This is an optimization exercise on Yosys and OpenROAD, whose aim is small area, a short achievable clock period and few clock cycles per item, not a production implementation. Function was checked by simulation only, so behaviour that the tests miss may differ from the original.

==> trial 28 <==
==> flow/design.v <==
module add_sub (
    input  [31:0] A, B,
    input         addsub,           
    output [31:0] out,
    output        exception
);
    function [24:0] rca24;
        input [23:0] a, b;
        input        ci;
        reg c;
        integer i;
        begin
            c = ci;
            for (i = 0; i < 24; i = i + 1) begin
                rca24[i] = a[i] ^ b[i] ^ c;
                c = (a[i] & b[i]) | (a[i] & c) | (b[i] & c);
            end
            rca24[24] = c;
        end
    endfunction
    function [8:0] rca8;
        input [7:0] a, b;
        input       ci;
        reg c;
        integer i;
        begin
            c = ci;
            for (i = 0; i < 8; i = i + 1) begin
                rca8[i] = a[i] ^ b[i] ^ c;
                c = (a[i] & b[i]) | (a[i] & c) | (b[i] & c);
            end
            rca8[8] = c;
        end
    endfunction
    reg ge;
    integer j;
    always @(*) begin
        ge = 1'b1;
        for (j = 0; j < 31; j = j + 1)
            ge = (A[j] & ~B[j]) | (~(A[j] ^ B[j]) & ge);
    end
    wire        signA = A[31];
    wire        signB = B[31] ^ addsub;
    wire [30:0] big   = ge ? A[30:0] : B[30:0];
    wire [30:0] sml   = ge ? B[30:0] : A[30:0];
    wire [7:0]  eBig  = big[30:23];
    wire [8:0]  dE    = rca8(eBig, ~sml[30:23], 1'b1);     
    wire [7:0]  diff  = dE[7:0];
    wire [23:0] mSml = {1'b1, sml[22:0]};
    wire [23:0] mShf = (diff[7:5] != 3'd0) ? 24'd0 : (mSml >> diff[4:0]);
    wire        same = (signA == signB);
    wire [24:0] m    = rca24({1'b1, big[22:0]}, same ? mShf : ~mShf, ~same);
    wire [24:0] mm   = {m[24] & same, m[23:0]};
    reg [4:0] lz;
    integer i;
    always @(*) begin
        lz = 5'd23;
        for (i = 0; i < 23; i = i + 1)
            if (mm[i + 1]) lz = 5'd22 - i[4:0];
    end
    wire [4:0]  sh    = (eBig < {3'b000, lz}) ? eBig[4:0] : lz;
    wire        ovf   = mm[24];
    wire [23:0] mSel  = ovf ? mm[24:1] : mm[23:0];
    wire [23:0] mNorm = mSel << (ovf ? 5'd0 : sh);
    wire [8:0]  eOut  = rca8(eBig, ovf ? 8'd0 : ~{3'b000, sh}, 1'b1);    
    wire [7:0]  expOut = eOut[7:0];
    assign out = {(same | ge) ? signA : signB, expOut, mNorm[22:0]};
    assign exception = (expOut == 8'hFF);
endmodule
module mul_rows (
    input  [22:0] s_in,          
    input  [23:0] c_in,          
    input  [23:0] ma,            
    input  [11:0] mb,            
    output [22:0] s_out,
    output [23:0] c_out,
    output        lsb            
);
    reg [23:0] s, c, x, sn;
    reg        l;
    integer k;
    always @(*) begin
        s = {1'b0, s_in};
        c = c_in;
        l = 1'b0;
        for (k = 0; k < 12; k = k + 1) begin
            x  = ma & {24{mb[k]}};
            sn = s ^ c ^ x;
            c  = (s & c) | (s & x) | (c & x);
            l  = sn[0];
            s  = {1'b0, sn[23:1]};
        end
    end
    assign s_out = s[22:0];
    assign c_out = c;
    assign lsb   = l;
endmodule
module multiplier (
    input  [22:0] vs,
    input  [23:0] vc,
    input         p23,
    output [24:0] p
);
    reg [24:0] r;
    reg        c;
    integer i;
    always @(*) begin
        c = 1'b0;
        r[0] = p23;
        for (i = 0; i < 24; i = i + 1) begin
            r[i + 1] = (i < 23 ? vs[i] : 1'b0) ^ vc[i] ^ c;
            c = ((i < 23 ? vs[i] : 1'b0) & vc[i]) | ((i < 23 ? vs[i] : 1'b0) & c) | (vc[i] & c);
        end
    end
    assign p = r;
endmodule
module div_steps #(parameter N = 9) (
    input  [26:0]  ys, yc,        
    input  [23:0]  dv,            
    output [26:0]  ws, wc,        
    output [N-1:0] qp, qn         
);
    reg [26:0]  s, c, x, sn, cn;
    reg [3:0]   t;
    reg [N-1:0] p, n;
    integer k;
    always @(*) begin
        s = ys;
        c = yc;
        for (k = N - 1; k >= 0; k = k - 1) begin
            t = s[26:23] + c[26:23];               
            p[k] = ~t[3];                           
            n[k] = t[3] & (t != 4'b1111);           
            x = {{3{p[k]}}, ({24{p[k]}} & ~dv) | ({24{n[k]}} & dv)};
            sn = s ^ c ^ x;
            cn = {(s[25:0] & c[25:0]) | (s[25:0] & x[25:0]) | (c[25:0] & x[25:0]), p[k]};
            if (k > 0) begin
                s = {sn[25:0], 1'b0};
                c = {cn[25:0], 1'b0};
            end else begin
                s = sn;
                c = cn;
            end
        end
    end
    assign ws = s;
    assign wc = c;
    assign qp = p;
    assign qn = n;
endmodule
module divider (
    input  [15:0] qph, qnh,       
    input  [7:0]  qpl, qnl,       
    input  [26:0] ws, wc,         
    output [24:0] q
);
    reg [25:0] g, pr;
    integer i, l;
    always @(*) begin
        g  = ws[25:0] & wc[25:0];
        pr = ws[25:0] | wc[25:0];
        for (l = 1; l < 32; l = l * 2)
            for (i = 25; i >= 0; i = i - 1)
                if (i >= l && ((i + 1) % (2 * l)) == 0) begin
                    g[i]  = g[i] | (pr[i] & g[i - l]);
                    pr[i] = pr[i] & pr[i - l];
                end
    end
    wire c26 = g[25] | (pr[25] & (g[23] | (pr[23] & g[15])));
    wire neg = ws[26] ^ wc[26] ^ c26;
    function [16:0] sub17;
        input [16:0] a, b;
        input        bi;
        reg c;
        integer j;
        begin
            c = ~bi;
            for (j = 0; j < 17; j = j + 1) begin
                sub17[j] = a[j] ^ ~b[j] ^ c;
                c = (a[j] & ~b[j]) | (a[j] & c) | (~b[j] & c);
            end
        end
    endfunction
    wire [16:0] qh0 = sub17({1'b1, qph}, {1'b0, qnh}, 1'b0);
    wire [16:0] qh1 = sub17({1'b1, qph}, {1'b0, qnh}, 1'b1);
    reg [7:0] ql;
    reg       cl;
    integer j2;
    always @(*) begin
        cl = ~neg;
        for (j2 = 0; j2 < 8; j2 = j2 + 1) begin
            ql[j2] = qpl[j2] ^ ~qnl[j2] ^ cl;
            cl = (qpl[j2] & ~qnl[j2]) | (qpl[j2] & cl) | (~qnl[j2] & cl);
        end
    end
    assign q = {cl ? qh0 : qh1, ql};
endmodule
module fpu_top (
    input clk,                 
    input reset,               
    input control,             
    input [1:0] select,        
    input [31:0] A,            
    input [31:0] B,            
    output [31:0] result,      
    output exception,          
    output zeroDiv,            
    output reg done            
);
    function [7:0] add8;
        input [7:0] a, b;
        input       ci;
        reg c;
        integer i;
        begin
            c = ci;
            for (i = 0; i < 8; i = i + 1) begin
                add8[i] = a[i] ^ b[i] ^ c;
                c = (a[i] & b[i]) | (a[i] & c) | (b[i] & c);
            end
        end
    endfunction
    reg [31:0] a_q, b_q;
    reg [1:0]  sel_q;
    reg st1, st2, st3;
    reg [26:0] vs_q, vc_q;
    reg [15:0] qp_q, qn_q;
    wire is_div = sel_q[1] & sel_q[0];
    wire idle   = ~(st1 | st2 | st3);
    wire last   = (st1 & ~sel_q[1]) | (st2 & ~sel_q[0]) | st3;
    wire [31:0] as_out;
    wire        as_exc;
    add_sub add_sub_inst (.A(a_q), .B(b_q), .addsub(sel_q[0]), .out(as_out), .exception(as_exc));
    wire [22:0] ms;
    wire [23:0] mc;
    wire        mlsb;
    mul_rows mrows (.s_in(vs_q[22:0] & {23{~st1}}), .c_in(vc_q[23:0] & {24{~st1}}),
                    .ma({1'b1, a_q[22:0]}), .mb(st1 ? b_q[11:0] : {1'b1, b_q[22:12]}),
                    .s_out(ms), .c_out(mc), .lsb(mlsb));
    wire [24:0] prod;            
    multiplier mul_inst (.vs(ms), .vc(mc), .p23(mlsb), .p(prod));
    wire [26:0] ws8, wc8;
    wire [7:0]  qp8, qn8;
    div_steps #(.N(8)) drows (.ys(vs_q), .yc(vc_q), .dv({1'b1, b_q[22:0]}),
                              .ws(ws8), .wc(wc8), .qp(qp8), .qn(qn8));
    wire [24:0] quot;            
    divider div_inst (.qph(qp_q), .qnh(qn_q), .qpl(qp8), .qnl(qn8), .ws(ws8), .wc(wc8), .q(quot));
    wire [24:0] md   = is_div ? quot : prod;
    wire [7:0]  eab  = add8(a_q[30:23], b_q[30:23] ^ {8{is_div}}, 1'b1);      
    wire [7:0]  emd  = add8(eab, is_div ? 8'd126 : 8'd128, md[24]);          
    wire        smd  = a_q[31] ^ b_q[31];
    wire        dsz  = (b_q == 32'd0);
    wire        ddz  = (a_q == 32'd0);
    reg  [33:0] res;             
    always @(*) begin
        if (~sel_q[1])
            res = {as_out, as_exc, 1'b0};
        else if (is_div & dsz)
            res = {ddz ? 32'hFFC00000 : {smd, 8'hFF, 23'd0}, 2'b11};
        else if (is_div & ddz)
            res = 34'd0;
        else
            res = {smd, emd, md[24] ? md[23:1] : md[22:0], ~is_div & (emd == 8'hFF), 1'b0};
    end
    always @(posedge clk or posedge reset) begin
        if (reset) begin
            st1  <= 1'b0;
            st2  <= 1'b0;
            st3  <= 1'b0;
            done <= 1'b0;
        end else begin
            st1  <= control;
            st2  <= st1 & sel_q[1];
            st3  <= st2 & is_div;
            done <= last;
        end
    end
    always @(posedge clk) begin
        if (idle) begin
            a_q   <= A;
            b_q   <= B;
            sel_q <= select;
        end
        if (idle) begin
            vs_q <= {3'b001, A[22:0], 1'b1};
            vc_q <= {3'b110, ~B[22:0], 1'b1};
        end else begin
            if (last)
                vs_q <= res[33:7];
            else
                vs_q <= sel_q[0] ? {ws8[25:0], 1'b0} : {4'd0, ms};
            vc_q[26:7] <= sel_q[0] ? wc8[25:6] : {3'd0, mc[23:7]};
            if (last)
                vc_q[6:0] <= res[6:0];
            else
                vc_q[6:0] <= sel_q[0] ? {wc8[5:0], 1'b0} : mc[6:0];
        end
        qp_q <= {qp_q[7:0], qp8};
        qn_q <= {qn_q[7:0], qn8};
    end
    assign result    = {vs_q, vc_q[6:2]};
    assign exception = vc_q[1];
    assign zeroDiv   = vc_q[0];
endmodule
==> flow/flow/run.sh <==
#!/bin/bash
# The standard layout (standard.sh), except that the port buffers are
# sky130_fd_sc_hd__buf_1 cells instead of the default pick (a larger, slower
# delay buffer).  make's full output goes to standard.log; each ORFS step keeps
# its own log under orfs/logs.
set -euo pipefail
bash standard.sh "BUFFER_PORTS_ARGS=-buffer_cell sky130_fd_sc_hd__buf_1" finish > standard.log 2>&1
==> flow/standard.sh <==
#!/bin/bash
# synth_recipe.tcl (not shown) runs the flow's synth.tcl, then flattens the netlist and writes it again
# the make line also repeats each setting of config.mk as NAME=value (left out here)
make -C /OpenROAD-flow-scripts/flow DESIGN_CONFIG=/design/flow/config.mk WORK_HOME=/design/flow/orfs CLKGATE_MAP_FILE= SYNTH_SCRIPT=/design/flow/synth_recipe.tcl "${@:-finish}"
==> flow/config.mk <==
export PLATFORM = sky130hd
export DESIGN_NAME = fpu_top
export DESIGN_NICKNAME = fpu_top
export VERILOG_FILES = /design/flow/design.v
export SDC_FILE = /design/flow/constraint.sdc
export NUM_CORES = 4
export LEC_CHECK = 0
export ABC_AREA = 1
export CAP_MARGIN = 20
export CORE_MARGIN = 2
export CORE_UTILIZATION = 45
export PLACE_DENSITY = 0.6
export SLEW_MARGIN = 20
==> flow/constraint.sdc <==
create_clock -name core_clock -period 150.0 [get_ports {clk}]
set_input_delay 30.0000 -clock core_clock [delete_from_list [all_inputs] [get_ports {clk}]]
set_output_delay 30.0000 -clock core_clock [all_outputs]
set_load 0.01 [all_outputs]
==> trial 65 (differences from trial 28) <==
--- a/flow/design.v
+++ b/flow/design.v
@@ -69,34 +69,67 @@
 endmodule
 module mul_rows (
-    input  [22:0] s_in,          
-    input  [23:0] c_in,          
+    input  [23:0] s_in,          
+    input  [24:0] c_in,          
+    input         ci,            
     input  [23:0] ma,            
+    input  [25:0] ma3,           
     input  [11:0] mb,            
-    output [22:0] s_out,
-    output [23:0] c_out,
-    output        lsb            
+    output [23:0] s_out,
+    output [24:0] c_out,
+    output        co,
+    output        p_hi           
 );
-    reg [23:0] s, c, x, sn;
-    reg        l;
+    reg [25:0] s, c, x, sn, mj;
+    reg [2:0]  l;
+    reg        cy, hi;
     integer k;
     always @(*) begin
-        s = {1'b0, s_in};
-        c = c_in;
-        l = 1'b0;
-        for (k = 0; k < 12; k = k + 1) begin
-            x  = ma & {24{mb[k]}};
+        s  = {2'b00, s_in};
+        c  = {1'b0, c_in};
+        cy = ci;
+        hi = 1'b0;
+        for (k = 0; k < 6; k = k + 1) begin
+            case (mb[2*k+1 -: 2])
+                2'd0:    x = 26'd0;
+                2'd1:    x = {2'b00, ma};
+                2'd2:    x = {1'b0, ma, 1'b0};
+                default: x = ma3;
+            endcase
             sn = s ^ c ^ x;
-            c  = (s & c) | (s & x) | (c & x);
-            l  = sn[0];
-            s  = {1'b0, sn[23:1]};
+            mj = (s & c) | (s & x) | (c & x);
+            l  = {2'b00, sn[0]} + {1'b0, sn[1], 1'b0} + {1'b0, mj[0], 1'b0} + {2'b00, cy};
+            hi = l[1];
+            cy = l[2];
+            s  = {2'b00, sn[25:2]};
+            c  = {1'b0, mj[25:1]};
         end
     end
-    assign s_out = s[22:0];
-    assign c_out = c;
-    assign lsb   = l;
+    assign s_out = s[23:0];
+    assign c_out = c[24:0];
+    assign co    = cy;
+    assign p_hi  = hi;
+endmodule
+module mul_triple (
+    input  [23:0] ma,
+    output [25:0] ma3
+);
+    reg [25:0] t;
+    reg        c;
+    integer i;
+    always @(*) begin
+        c = 1'b0;
+        t[0] = ma[0];
+        for (i = 1; i < 25; i = i + 1) begin
+            t[i] = (i < 24 ? ma[i] : 1'b0) ^ ma[i - 1] ^ c;
+            c = ((i < 24 ? ma[i] : 1'b0) & ma[i - 1]) | ((i < 24 ? ma[i] : 1'b0) & c) | (ma[i - 1] & c);
+        end
+        t[25] = c;
+    end
+    assign ma3 = t;
 endmodule
 module multiplier (
-    input  [22:0] vs,
-    input  [23:0] vc,
+    input  [23:0] vs,
+    input  [24:0] vc,
+    input         ci,
     input         p23,
     output [24:0] p
@@ -106,9 +139,9 @@
     integer i;
     always @(*) begin
-        c = 1'b0;
+        c = ci;
         r[0] = p23;
         for (i = 0; i < 24; i = i + 1) begin
-            r[i + 1] = (i < 23 ? vs[i] : 1'b0) ^ vc[i] ^ c;
-            c = ((i < 23 ? vs[i] : 1'b0) & vc[i]) | ((i < 23 ? vs[i] : 1'b0) & c) | (vc[i] & c);
+            r[i + 1] = vs[i] ^ vc[i] ^ c;
+            c = (vs[i] & vc[i]) | (vs[i] & c) | (vc[i] & c);
         end
     end
@@ -169,5 +202,5 @@
     wire c26 = g[25] | (pr[25] & (g[23] | (pr[23] & g[15])));
     wire neg = ws[26] ^ wc[26] ^ c26;
-    function [16:0] sub17;
+    function [17:0] sub17;
         input [16:0] a, b;
         input        bi;
@@ -180,19 +213,16 @@
                 c = (a[j] & ~b[j]) | (a[j] & c) | (~b[j] & c);
             end
+            sub17[17] = c;
         end
     endfunction
-    wire [16:0] qh0 = sub17({1'b1, qph}, {1'b0, qnh}, 1'b0);
-    wire [16:0] qh1 = sub17({1'b1, qph}, {1'b0, qnh}, 1'b1);
-    reg [7:0] ql;
-    reg       cl;
-    integer j2;
-    always @(*) begin
-        cl = ~neg;
-        for (j2 = 0; j2 < 8; j2 = j2 + 1) begin
-            ql[j2] = qpl[j2] ^ ~qnl[j2] ^ cl;
-            cl = (qpl[j2] & ~qnl[j2]) | (qpl[j2] & cl) | (~qnl[j2] & cl);
-        end
-    end
-    assign q = {cl ? qh0 : qh1, ql};
+    wire [17:0] qh0 = sub17({1'b1, qph}, {1'b0, qnh}, 1'b0);
+    wire [17:0] qh1 = sub17({1'b1, qph}, {1'b0, qnh}, 1'b1);
+    wire [17:0] ql0 = sub17({9'd0, qpl}, {9'd0, qnl}, 1'b0);
+    wire [17:0] ql1 = sub17({9'd0, qpl}, {9'd0, qnl}, 1'b1);
+    wire        nb0 = ~ql0[8];
+    wire        nb1 = ~ql1[8];
+    wire        nb  = neg ? nb1 : nb0;
+    wire [7:0]  ql  = neg ? ql1[7:0] : ql0[7:0];
+    assign q = {nb ? qh0[16:0] : qh1[16:0], ql};
 endmodule
 module fpu_top (
@@ -232,12 +262,15 @@
     wire        as_exc;
     add_sub add_sub_inst (.A(a_q), .B(b_q), .addsub(sel_q[0]), .out(as_out), .exception(as_exc));
-    wire [22:0] ms;
-    wire [23:0] mc;
-    wire        mlsb;
-    mul_rows mrows (.s_in(vs_q[22:0] & {23{~st1}}), .c_in(vc_q[23:0] & {24{~st1}}),
-                    .ma({1'b1, a_q[22:0]}), .mb(st1 ? b_q[11:0] : {1'b1, b_q[22:12]}),
-                    .s_out(ms), .c_out(mc), .lsb(mlsb));
+    wire [23:0] ms;
+    wire [24:0] mc;
+    wire        mco, mhi;
+    wire [25:0] ma3;
+    mul_triple mtri (.ma({1'b1, a_q[22:0]}), .ma3(ma3));
+    mul_rows mrows (.s_in(vs_q[23:0] & {24{~st1}}), .c_in(vc_q[24:0] & {25{~st1}}),
+                    .ci(vs_q[24] & ~st1), .ma({1'b1, a_q[22:0]}), .ma3(ma3),
+                    .mb(st1 ? b_q[11:0] : {1'b1, b_q[22:12]}),
+                    .s_out(ms), .c_out(mc), .co(mco), .p_hi(mhi));
     wire [24:0] prod;            
-    multiplier mul_inst (.vs(ms), .vc(mc), .p23(mlsb), .p(prod));
+    multiplier mul_inst (.vs(ms), .vc(mc), .ci(mco), .p23(mhi), .p(prod));
     wire [26:0] ws8, wc8;
     wire [7:0]  qp8, qn8;
@@ -248,5 +281,7 @@
     wire [24:0] md   = is_div ? quot : prod;
     wire [7:0]  eab  = add8(a_q[30:23], b_q[30:23] ^ {8{is_div}}, 1'b1);      
-    wire [7:0]  emd  = add8(eab, is_div ? 8'd126 : 8'd128, md[24]);          
+    wire [7:0]  emd0 = add8(eab, is_div ? 8'd126 : 8'd128, 1'b0);
+    wire [7:0]  emd1 = add8(eab, is_div ? 8'd126 : 8'd128, 1'b1);
+    wire [7:0]  emd  = md[24] ? emd1 : emd0;
     wire        smd  = a_q[31] ^ b_q[31];
     wire        dsz  = (b_q == 32'd0);
@@ -289,6 +324,6 @@
                 vs_q <= res[33:7];
             else
-                vs_q <= sel_q[0] ? {ws8[25:0], 1'b0} : {4'd0, ms};
-            vc_q[26:7] <= sel_q[0] ? wc8[25:6] : {3'd0, mc[23:7]};
+                vs_q <= sel_q[0] ? {ws8[25:0], 1'b0} : {2'd0, mco, ms};
+            vc_q[26:7] <= sel_q[0] ? wc8[25:6] : {2'd0, mc[24:7]};
             if (last)
                 vc_q[6:0] <= res[6:0];
==> qor summary <==
Worst reg2reg path startpoint: trial 28 vs_q[24]$_SDFF_PP1_; trial 65 vc_q[23]$_DFF_P_
Beginning of the critical path: trial 28 vs_q[9]$_DFF_P_; trial 65 vc_q[3]$_DFF_P_
Vias in the first global route: trial 28 25400; trial 65 25800
Yosys warns: trial 28 6; trial 65 7
Non-CTS inverters: trial 28 576; trial 65 624
Multi-input gate share of the layout cell area: trial 28 72.5%; trial 65 70.8%
Run status: trial 28 no timing/DRC/antenna violations; trial 65 no timing/DRC/antenna violations
Final clock skew: trial 28 0.0289 ns; trial 65 0.0309 ns
Final critical-path setup slack: trial 28 118.77 ns; trial 65 118.58 ns
Final hold slack: trial 28 0.351 ns; trial 65 0.349 ns
Area growth from synthesis to layout: trial 28 5.66%; trial 65 5.74%
Mapped Avg Cell Area: trial 28 7.59 um^2; trial 65 7.38 um^2
Placeable Area: trial 28 63300 um^2; trial 65 62700 um^2
WL met1: trial 28 43.2 mm; trial 65 50.3 mm
Testbench counts of trial 28, summed over its fixed seeds: cycles 26,295, ops 9,600.
Testbench counts of trial 65, summed over its fixed seeds: cycles 26,295, ops 9,600.

-- static timing again, ports no longer ideal --
How much do the figures lean on ideal ports? The routed layouts below were timed once more, with nothing changed but the port constraints. Step 1: set_driving_cell puts a clkbuf_16 on clk and a buf_2 on each other input, an assumption about the parent block. Step 2 moves the port delays by t, midway between the first and last clock arrival at a register: inputs arrive t later, outputs are due t later. That takes back most of the time a late clock gives input paths. a / b / c = no drivers / after step 1 / after step 2; a / b = the first two.
run	t (ns)	setup slack, ns	clock arrival spread, ns	worst slew at a driven data input, ns
trial 28	0.568	118.767 / 118.703 / 119.271	0.028 / 0.029	0.07
trial 65	0.581	118.581 / 118.511 / 119.093	0.031 / 0.031	0.06
After both steps every run listed still meets setup and hold.
